This is an optimization exercise on Yosys and OpenROAD, whose aim is small area, not a production implementation. No run shown here included a check of the RTL's function; only the layout flow was run. Power is estimated from default activity; no workload was simulated.

==> design/flow/design.v <==
`timescale 1ns / 1ps
module fir_stage #(parameter DWIDTH = 16)
(
	input clk, 
	input rstn, 
	input signed [DWIDTH-1:0] i_data,
	input signed [DWIDTH-1:0] coeff,
	input signed [(2*DWIDTH)-1:0] i_accdata,
	output signed [DWIDTH-1:0]     o_data,
	output signed [(2*DWIDTH)-1:0] o_accdata
);
reg signed [DWIDTH-1:0]     xin_d;		 
reg signed [DWIDTH-1:0]     xin_dd;		 
reg signed [(2*DWIDTH)-1:0] a_data;    
always @(posedge clk) begin
	if (!rstn) begin
		xin_d  <= {DWIDTH{1'b0}};
		xin_dd <= {DWIDTH{1'b0}};
		a_data <= {2*DWIDTH{1'b0}};
	end else begin
		xin_d  <= i_data;
		xin_dd <= xin_d;
		a_data <= i_accdata + (i_data * coeff);
	end
end
assign o_accdata = a_data;
assign o_data    = xin_dd;
endmodule
`timescale 1ns / 1ps
module fir #(parameter DWIDTH = 16)
(
  input clk,
  input rstn,
	input signed [DWIDTH-1:0] i_data,
	output signed [(2*DWIDTH)-1:0] o_data
 );
localparam NUM_TAPS = 15;
wire signed [DWIDTH-1:0] taps[0:NUM_TAPS-1];
wire signed [DWIDTH-1:0] stage_data[0:NUM_TAPS];
wire signed [(2*DWIDTH)-1:0] stage_accdata[0:NUM_TAPS];
assign stage_data[0]    = i_data;
assign stage_accdata[0] = {2*DWIDTH{1'b0}};
assign taps[0]  = 16'hFC9C;   
assign taps[1]  = 16'h0000;   
assign taps[2]  = 16'h05A5;   
assign taps[3]  = 16'h0000;   
assign taps[4]  = 16'hF40C;   
assign taps[5]  = 16'h0000;   
assign taps[6]  = 16'h282D;   
assign taps[7]  = 16'h4000;   
assign taps[8]  = 16'h282D;   
assign taps[9]  = 16'h0000;   
assign taps[10] = 16'hF40C;   
assign taps[11] = 16'h0000;   
assign taps[12] = 16'h05A5;   
assign taps[13] = 16'h0000;   
assign taps[14] = 16'hFC9C;   
genvar i;
generate 
	for (i = 0; i < NUM_TAPS; i = i+1) begin  : stage
		fir_stage #(.DWIDTH(DWIDTH)) u_fir_stage
		(
			.clk       (clk),
			.rstn      (rstn),
			.i_data    (stage_data[i]),
			.coeff     (taps[i]),
			.i_accdata (stage_accdata[i]),
			.o_data    (stage_data[i+1]),
			.o_accdata (stage_accdata[i+1])
		);
	end
endgenerate
assign o_data = stage_accdata[NUM_TAPS];
endmodule
==> design/flow/run.sh <==
#!/bin/bash
# synth_recipe.tcl (not shown) runs the flow's synth.tcl, then flattens the netlist and writes it again
# the make line also repeats each setting of config.mk as NAME=value (left out here)
make -C /OpenROAD-flow-scripts/flow DESIGN_CONFIG=/design/flow/config.mk WORK_HOME=/design/flow/orfs CLKGATE_MAP_FILE= SYNTH_SCRIPT=/design/flow/synth_recipe.tcl finish
==> design/flow/config.mk <==
export PLATFORM = sky130hd
export DESIGN_NAME = fir
export DESIGN_NICKNAME = fir
export VERILOG_FILES = /design/flow/design.v
export SDC_FILE = /design/flow/constraint.sdc
export NUM_CORES = 4
export LEC_CHECK = 0
export CAP_MARGIN = 20
export CORE_MARGIN = 2
export CORE_UTILIZATION = 40
export SLEW_MARGIN = 20
==> design/flow/constraint.sdc <==
create_clock -name core_clock -period 8.0 [get_ports {clk}]
set_input_delay 1.6000 -clock core_clock [delete_from_list [all_inputs] [get_ports {clk}]]
set_output_delay 1.6000 -clock core_clock [all_outputs]
set_load 0.01 [all_outputs]
==> results of run 1 <==
==> routing by layer <==
| layer | up-vias | part of all wire [%] | GRT usage, % |
|---|---|---|---|
| met2 | 423 | 47 | 28.6 |
| met4 | 2 | 2.4 | 4.32 |
| li1 | 20385 | - | - |
| met5 | - | 0.010 | 0 |
| met3 | 169 | 2.7 | 2.17 |
| met1 | 18805 | 48 | 22.7 |
==> power by group <==
group / total, uW / leakage (uW) / internal (uW) / switching (uW)
logic: 1200 / 0.0247 / 521 / 675
registers: 4710 / 0.00731 / 4660 / 57.5
clock network: 4650 / 0.00162 / 2740 / 1910
total: 10600 / 0.0337 / 7910 / 2650
==> Yosys cell counts, drive strengths merged (80+ instances only) <==
master	n	share of area, %
o21ai	179	1.5
a21o	147	1.9
nor2	422	2.7
and2	631	6.6
ha	1015	21
nand2	141	0.89
inv	937	5.9
fa	377	13
xor2	129	1.9
xnor2	204	3.0
dfxtp	904	30
a21oi	300	2.5
nand3	80	0.67
clkbuf	105	0.66
==> area by class of cell <==
class | instances | area share, %
Multi-Input combinational cell | 4242 | 57.3
Tap cell | 1930 | 3.68
Antenna cell | 2 | 0.00763
Inverter | 937 | 5.37
Sequential cell | 904 | 27.6
Timing Repair Buffer | 64 | 0.965
Clock buffer | 121 | 4.00
Clock inverter | 55 | 1.04
==> critical path: cells and delay by family, from the launching register on <==
family,cells,cell delay [ns]
buffers and inverters,4,0.19
adder cells (fa/ha/maj),8,3.14
AND/OR/NAND/NOR,5,0.41
AO/OA/AOI/OAI,13,2.77
flip-flops,1,0.36
XOR/XNOR,2,0.32
==> cell families after synthesis <==
logic type / count (synthesis) / share of synthesized area, %
buf+inv: 1046 / 6.58
compound gates: 927 / 10.0
simple gates: 1584 / 14.1
xor+xnor: 335 / 4.97
flops: 904 / 30.3
mux: 4 / 0.0671
fa+ha+maj: 1392 / 33.9
==> through the flow <==
step / hold WS, ns / setup WS (ns) / cells / utilization (%) / power [uW]
after floorplan: 0.412 / 1.17 / 6192 / - / 5740
after global placement: 0.414 / 0.621 / 8077 / 42.1 / 6010
after detailed placement: 0.418 / 0.621 / 8077 / 42.1 / 6010
after CTS: 0.401 / 0.615 / 8253 / 44.4 / 10700
after global routing: 0.420 / 0.0929 / 8253 / 44.4 / 11100
final: 0.406 / 0.635 / 8255 / 44.4 / 10600
==> worst min path at each step <==
stage          slack [ns]  cells after the start                                           to                                  startpoint
2_1_floorplan        0.41                      1    stage[0].u_fir_stage.xin_dd[0]$_SDFF_PN0_   stage[0].u_fir_stage.a_data[2]$_SDFF_PN0_
3_3_place_gp         0.41                      1     stage[5].u_fir_stage.xin_d[1]$_SDFF_PN0_   stage[4].u_fir_stage.xin_dd[1]$_SDFF_PN0_
3_5_place_dp         0.42                      1   stage[6].u_fir_stage.xin_dd[14]$_SDFF_PN0_   stage[6].u_fir_stage.xin_d[14]$_SDFF_PN0_
4_1_cts              0.40                      1  stage[10].u_fir_stage.xin_dd[15]$_SDFF_PN0_  stage[10].u_fir_stage.xin_d[15]$_SDFF_PN0_
5_1_grt              0.42                      1  stage[10].u_fir_stage.xin_dd[15]$_SDFF_PN0_  stage[10].u_fir_stage.xin_d[15]$_SDFF_PN0_
6_report             0.41                      1  stage[10].u_fir_stage.xin_dd[15]$_SDFF_PN0_  stage[10].u_fir_stage.xin_d[15]$_SDFF_PN0_
==> registers in the layout, summed over array words and instances, names as in the netlist <==
signal                    cells
stage.u_fir_stage.a_data    459
stage.u_fir_stage.xin_d     221
stage.u_fir_stage.xin_dd    224
==> out/qor.txt, run 1 <==
Die Ht = 390 um
Worst Path Required = 8.54 ns
Crit share post-route = 92.1%
Worst R2R Setup Slack = 0.64 ns
Critical path's largest stage delay = 0.53 ns
Post-synthesis sequential element count = 904
Share of synthesized registers carrying an async set or reset = 0%
Pin count of the biggest net entering global routing = 245
Htree depth = 3
Synth Flop Type = dfxtp_1
Max Slew Vio Count = 0
Critical Path AT = 7.90 ns
Die W = 390 um
Worst r2r dst = stage[8].u_fir_stage.a_data[31]$_SDFF_PN0_
# hold bufs at CTS = 0
# setup viols final = 0
Die footprint = 152000 um^2
Routed wire length = 125 mm
Drt first pass iters = 5
Sink Count = 904
DP Area = 62300 um^2
Starting Density = 40.3%
Number of vias per cell = 4.82
Mapped Nets = 7602
HPWL Detailed = 100 mm
Synth-to-layout area growth = 10.0%
Synth warn = 2
CTS tree = built
Multi-input gate area = 37600 um^2
Latest clock arrival within the worst-skew pair = 0.70 ns
Initial DRC count = 1514
Reg2reg start = stage[7].u_fir_stage.xin_dd[14]$_SDFF_PN0_
Average size of a mapped cell = 9.63 um^2
DR vias = 39784
Port Buffers = 49
Post-CTS setup buffer count = 0
I/O pin total = 50
Layout Nets = 7655
Netlist Area Pre-Place = 59700 um^2
CP max stage cell = fa_1
Fmax = 0.136 GHz
Final instance area = 65600 um^2
Fill count = 14249
RSZ-0062 raised after global routing = no
Max-cap violations = 0
Peak supply drop = 0.159 mV
First-pass GRT wire length = 209 mm
Sequential cell area = 18100 um^2
Fin crit period = 7.36 ns
Cell area power density = 161 nW/um^2
Most frequent cells in the layout = ha_1 (1015), inv_1 (936), dfxtp_1 (904)
Share of layout cells above drive strength 1 = 3.42%
Most frequent CP cell = ha_1
Cell variety after synth = 82
Min-delay worst type = flip-flop to flip-flop
Total grt overflow = 0
R2R cell count = 32
Clock slew at reported path FFs = 0.06 ns
Setup TNS = 0 ns
Critical path endpoint category = flip-flop
Num CTS Buffers = 96
Commonest non-fill, non-tap cell in the layout = ha_1
Initial antenna violation count = 3
Vias in the first global route = 41000
GP Congestion = 0.858
Worst Tran Pin Value = 1.07 ns
Final ANT Viol Nets = 0
Outcome = complete, no violations
Relative slew slack = 27.8%
Clock root buffer = clkbuf_16
DR WL/cell = 15.2 um
CP endpoint = stage[8].u_fir_stage.a_data[31]$_SDFF_PN0_
Num rows = 141
CP max FO = 7
Seq/Total Area, Yosys = 30.3%
Synthesized instance count = 6192
# resized after CTS = 0
CTS Buffer Depth = 3
Post-synth EDFFs = 0
Post-Route Skew = 0.0429 ns
Core area = 148000 um^2
CP startpoint = stage[7].u_fir_stage.xin_dd[14]$_SDFF_PN0_
Leakage power = 0.0337 uW
Crit start category = flip-flop
GRT Overall Usage = 16.9%
# DRC = 0
Kind of critical path = flip-flop to flip-flop
Final Hold Fails = 0
==> inputs of run 2 (changes only) <==
==> design/flow/design.v (replaced) <==
`timescale 1ns / 1ps
`timescale 1ns / 1ps
module fir #(parameter DWIDTH = 16)
(
  input clk,
  input rstn,
  input signed [DWIDTH-1:0] i_data,
  output signed [(2*DWIDTH)-1:0] o_data
);
reg signed [DWIDTH-1:0] d [0:27];
reg [4:0] cnt;                   
reg signed [(2*DWIDTH)-1:0] acc;
integer m;
always @(posedge clk) begin
  d[0] <= i_data;
  for (m = 1; m < 28; m = m + 1) d[m] <= d[m-1];
end
always @(posedge clk) begin
  if (!rstn)          cnt <= 5'd0;
  else if (cnt != 28) cnt <= cnt + 5'd1;
end
wire signed [DWIDTH-1:0] t [0:14];
genvar g;
generate
  for (g = 0; g < 15; g = g + 1) begin : taps
    assign t[g] = (rstn && cnt >= 14 + g) ? d[13+g] : {DWIDTH{1'b0}};
  end
endgenerate
wire signed [DWIDTH:0] p0 = t[0]  + t[14];
wire signed [DWIDTH:0] p2 = t[2]  + t[12];
wire signed [DWIDTH:0] p4 = t[4]  + t[10];
wire signed [DWIDTH:0] p6 = t[6]  + t[8];
wire signed [DWIDTH-1:0] c7 = t[7];
wire signed [31:0] q0 = p0, q2 = p2, q4 = p4, q6 = p6, q7 = c7;
wire signed [31:0] sum = -(q0<<10) + (q0<<7) + (q0<<5) - (q0<<2)
                       + (q2<<11) - (q2<<9) - (q2<<7) + (q2<<5) + (q2<<2) + q2
                       - (q4<<12) + (q4<<10) + (q4<<4) - (q4<<2)
                       + (q6<<13) + (q6<<11) + (q6<<6) - (q6<<4) - (q6<<2) + q6
                       + (q7<<14);
always @(posedge clk) acc <= sum;
assign o_data = acc;
endmodule
==> run 2 against run 1 <==
Net effect: now fails the layout checks on setup timing; clock power fell by 49%; hold slack got worse by 0.13 ns; synthesized area fell by 58%; sequential power fell by 45%; largest cell class unchanged; highest routed layer is now met4.
==> out/qor.txt, run 2 <==
Max-cap violations = 0 (unchanged)
First-pass GRT wire length = 94.9 mm (-55%)
Sink Count = 485 (-46%)
Internal power = 3970 uW (-50%)
Total grt overflow = 0 (unchanged)
Layout check faults = setup timing
Max Slew Vio Count = 0 (unchanged)
Die footprint = 64500 um^2 (-58%)
Post-synthesis compound-gate area fraction = 4.99% (-5.1 points)
Fin crit period = 9.74 ns (+2.38 ns)
Worst r2r dst = acc[31]$_DFF_P_
Port Buffers = 49 (unchanged)
Layout Nets = 3240 (-58%)
Number of vias per cell = 4.44 (-7.9%)
Critical path endpoint category = flip-flop
Kind of critical path = input port to flip-flop
# DRC = 0 (unchanged)
Cell variety after synth = 59 (-28%)
Worst Hold Launch = d[16][13]$_DFF_P_
CTS Buffer Depth = 3 (unchanged)
Worst Hold Depth = 0 (-1)
Latest clock arrival within the worst-skew pair = 0.61 ns (-0.09 ns)
P_sw = 1070 uW (-60%)
Post-Route Skew = 0.0482 ns (+0.00525 ns)
Switch share = 21.2% (-3.9 points)
Die W = 254 um (-35%)
Critical path's largest stage delay = 0.55 ns (+0.02 ns)
Worst Path Buf+Inv = 8 (+4)
Synth-to-layout area growth = 32.8%
Worst Tran Pin Value = 0.717 ns (-0.356 ns)
RSZ-0062 raised after global routing = yes
Final ANT Viol Nets = 0 (unchanged)
# hold bufs at CTS = 0 (unchanged)
Drt first pass iters = 5 (unchanged)
Tightest hold margin = 0.277 ns (-0.129 ns)
Synth Flop Type = dfxtp_1
Top Family by Delay on Critical Path = adder cells
GP Congestion = 0.924 (+7.7%)
Final Hold Fails = 0 (unchanged)
Num CTS Buffers = 49 (-49%)
GRT Overall Usage = 19.7% (+2.8 points)
Clock slew at reported path FFs = 0.06 ns (about the same)
Initial DRC count = 692 (-54%)
Diode count = 0 (-2)
I/O pin total = 50 (unchanged)
CP max FO = 3 (-4)
Core Util, Final = 53.8% (+9.4 points)
Mapped Nets = 2674 (-65%)
Average size of a mapped cell = 11.9 um^2 (+24%)
Routed wire length = 61.6 mm (-51%)
Cell area power density = 152 nW/um^2 (-5.8%)
Pin count of the biggest net entering global routing = 20 (-92%)
Pre-CTS setup slack = -3.31 ns (-3.93 ns)
Largest register FFs = 448 (-2.4%)
Starting Density = 40.5% (+0.18 points)
CP max stage cell = fa_1
Synth warn = 2 (unchanged)
Commonest non-fill, non-tap cell in the layout = dfxtp_1
Final setup margin = -1.74 ns (-2.38 ns)
Largest family of logic cells by synthesized area = adder cells
Share of synthesized registers carrying an async set or reset = 0% (unchanged)
DR WL/cell = 17.4 um (+15%)
Post-Synth XOR/XNOR Area = 3.64% (-1.3 points)
Num rows = 91 (-35%)
Post-synth EDFFs = 0 (unchanged)
Crit share post-route = 122% (+30 points)
Cell with the most instances after synthesis = dfxtp_1
Reg2reg start = cnt[0]$_SDFFE_PN0P_
Crit start category = input port
Post-synthesis adder-cell area fraction = 38.9% (+4.9 points)
Seq/Total Area, Yosys = 38.8% (+8.5 points)
Synthesized instance count = 2097 (-66%)
Share of layout cells above drive strength 1 = 28.2% (+25 points)
Synth cell count leaders = dfxtp_1 (485), inv_1 (419), fa_1 (364)
DR vias = 15721 (-60%)
Worst hold path endpoint = d[17][13]$_DFF_P_
Comb pwr share = 1.6% (-9.7 points)
Min-delay worst type = flip-flop to flip-flop
Most frequent CP cell = fa_1
# setup viols final = 21 (+21)
Peak supply drop = 0.187 mV (+17%)
Mux share of post-synthesis cell area = 0.0600% (-0.0071 points)
Clock root buffer = clkbuf_16
Seq pwr share = 51.4% (+6.8 points)
Clock network fraction of total power = 47.0% (+2.9 points)
Leading area contributor after synthesis = dfxtp_1
R2R cell count = 40 (+25%)
Relative slew slack = 51.8% (+24 points)
Top cells by area, synth = dfxtp_1 (39%), fa_1 (29%), ha_1 (9.8%)
Post-synthesis sequential element count = 485 (-46%)
Die Ht = 254 um (-35%)
Netlist Area Pre-Place = 25000 um^2 (-58%)
Top flop regs = d: 448 flops, acc: 32 flops, cnt: 5 flops
Setup TNS = -23.99 ns (-23.99 ns)
Synth top area share = 38.8% (+8.5 points)
CTS tree = built
Htree depth = 2 (-1)
Worst R2R Setup Slack = -1.22 ns (-1.86 ns)
Overall power = 5040 uW (-52%)
Leakage power = 0.0162 uW (-52%)
Initial antenna violation count = 1 (-2)
Largest Register = d
Most frequent cells in the layout = dfxtp_1 (485), buf_4 (448), inv_1 (391)
Worst Path Required = 8.54 ns (about the same)
Outcome = failed layout checks
Core area = 61700 um^2 (-58%)
Vias in the first global route = 17228 (-58%)
Critical Path AT = 10.28 ns (+2.38 ns)
Fill count = 5387 (-62%)
HPWL Detailed = 51.8 mm (-48%)
Simple-gate area share of the yosys netlist = 6.99% (-7.1 points)
Fmax = 0.103 GHz (-24%)
## run 2: layout make-up
cell class | instances | area, um^2 | area share, %
sequential | 485 | 9710 | 29.2
multi-input combinational | 1171 | 14700 | 44.4
timing repair buffer | 535 | 4400 | 13.2
clock inverter | 27 | 338 | 1.02
clock buffer | 65 | 1390 | 4.17
tap | 837 | 1050 | 3.15
inverter | 421 | 1600 | 4.81
## run 2: through the flow
step,std cells,instance area [um^2]
2_1_floorplan,2097,25300
3_3_place_gp,3388,30000
3_5_place_dp,3388,30000
4_1_cts,3511,32500
5_1_grt,3541,33200
6_report,3541,33200
## run 2: cell families after synthesis
family / count (synthesis)
fa+ha+maj: 559
flops: 485
compound gates: 183
mux: 1
xor+xnor: 103
buf+inv: 441
simple gates: 325
## run 2: layer usage
metal / vias to the layer above / routed length, um / global-route usage (%)
met5: - / 0 / 0
met1: 7730 / 28300 / 26.3
met4: 0 / 2100 / 6.86
met2: 277 / 28900 / 32.4
li1: 7601 / - / -
met3: 113 / 2260 / 3.21
## run 2: worst max-delay path by stage
stage	start	endpoint	depth (start not counted)
2_1_floorplan	rstn	acc[31]$_DFF_P_	34
3_3_place_gp	rstn	acc[31]$_DFF_P_	36
3_5_place_dp	rstn	acc[31]$_DFF_P_	37
4_1_cts	rstn	acc[31]$_DFF_P_	39
5_1_grt	rstn	acc[31]$_DFF_P_	39
6_report	rstn	acc[31]$_DFF_P_	39
## run 2: power groups by stage
stage / combinational, uW / clock (uW) / sequential [uW]
2_1_floorplan: 21.6 / 0 / 2620
3_3_place_gp: 64.6 / 0 / 2640
3_5_place_dp: 65.1 / 0 / 2640
4_1_cts: 74.6 / 2440 / 2590
5_1_grt: 86.3 / 2550 / 2600
6_report: 80.5 / 2370 / 2590
## run 2: repair_timing
item,in CTS,in global routing
endpoints found under the hold margin,0,0
pin swaps,92,128
buffers inserted,31,37
cloned,1,0
endpoints found under the setup margin,25,24
resized for setup,103,122

re-timing with driven ports:
How much do the figures lean on ideal ports? The routed layouts below were timed once more, with nothing changed but the port constraints.
Step 1 assumes that a clkbuf_16 drives the clock port and a buf_2 every other input.
Step 2 adds t to the input delays and takes it off the output delays; t is the mean of the earliest and latest rising clock arrival at the registers after step 1. Input paths then give back, and output paths get back, about the clock's delay inside the block.
a / b / c = ideal ports / drivers / drivers and shift; a / b = the first two.
run	shift t [ns]	slack for setup (ns)	clock arrival spread, ns	pins driven straight from the clock port
run 1	0.760	0.635 / 0.635 / 0.635	0.043 / 0.043	1
run 2	0.645	-1.743 / -1.741 / -2.386	0.051 / 0.051	1
The setup slack of run 2, which loses most, moves by +0.002 ns with the drivers and by -0.643 ns with both steps.
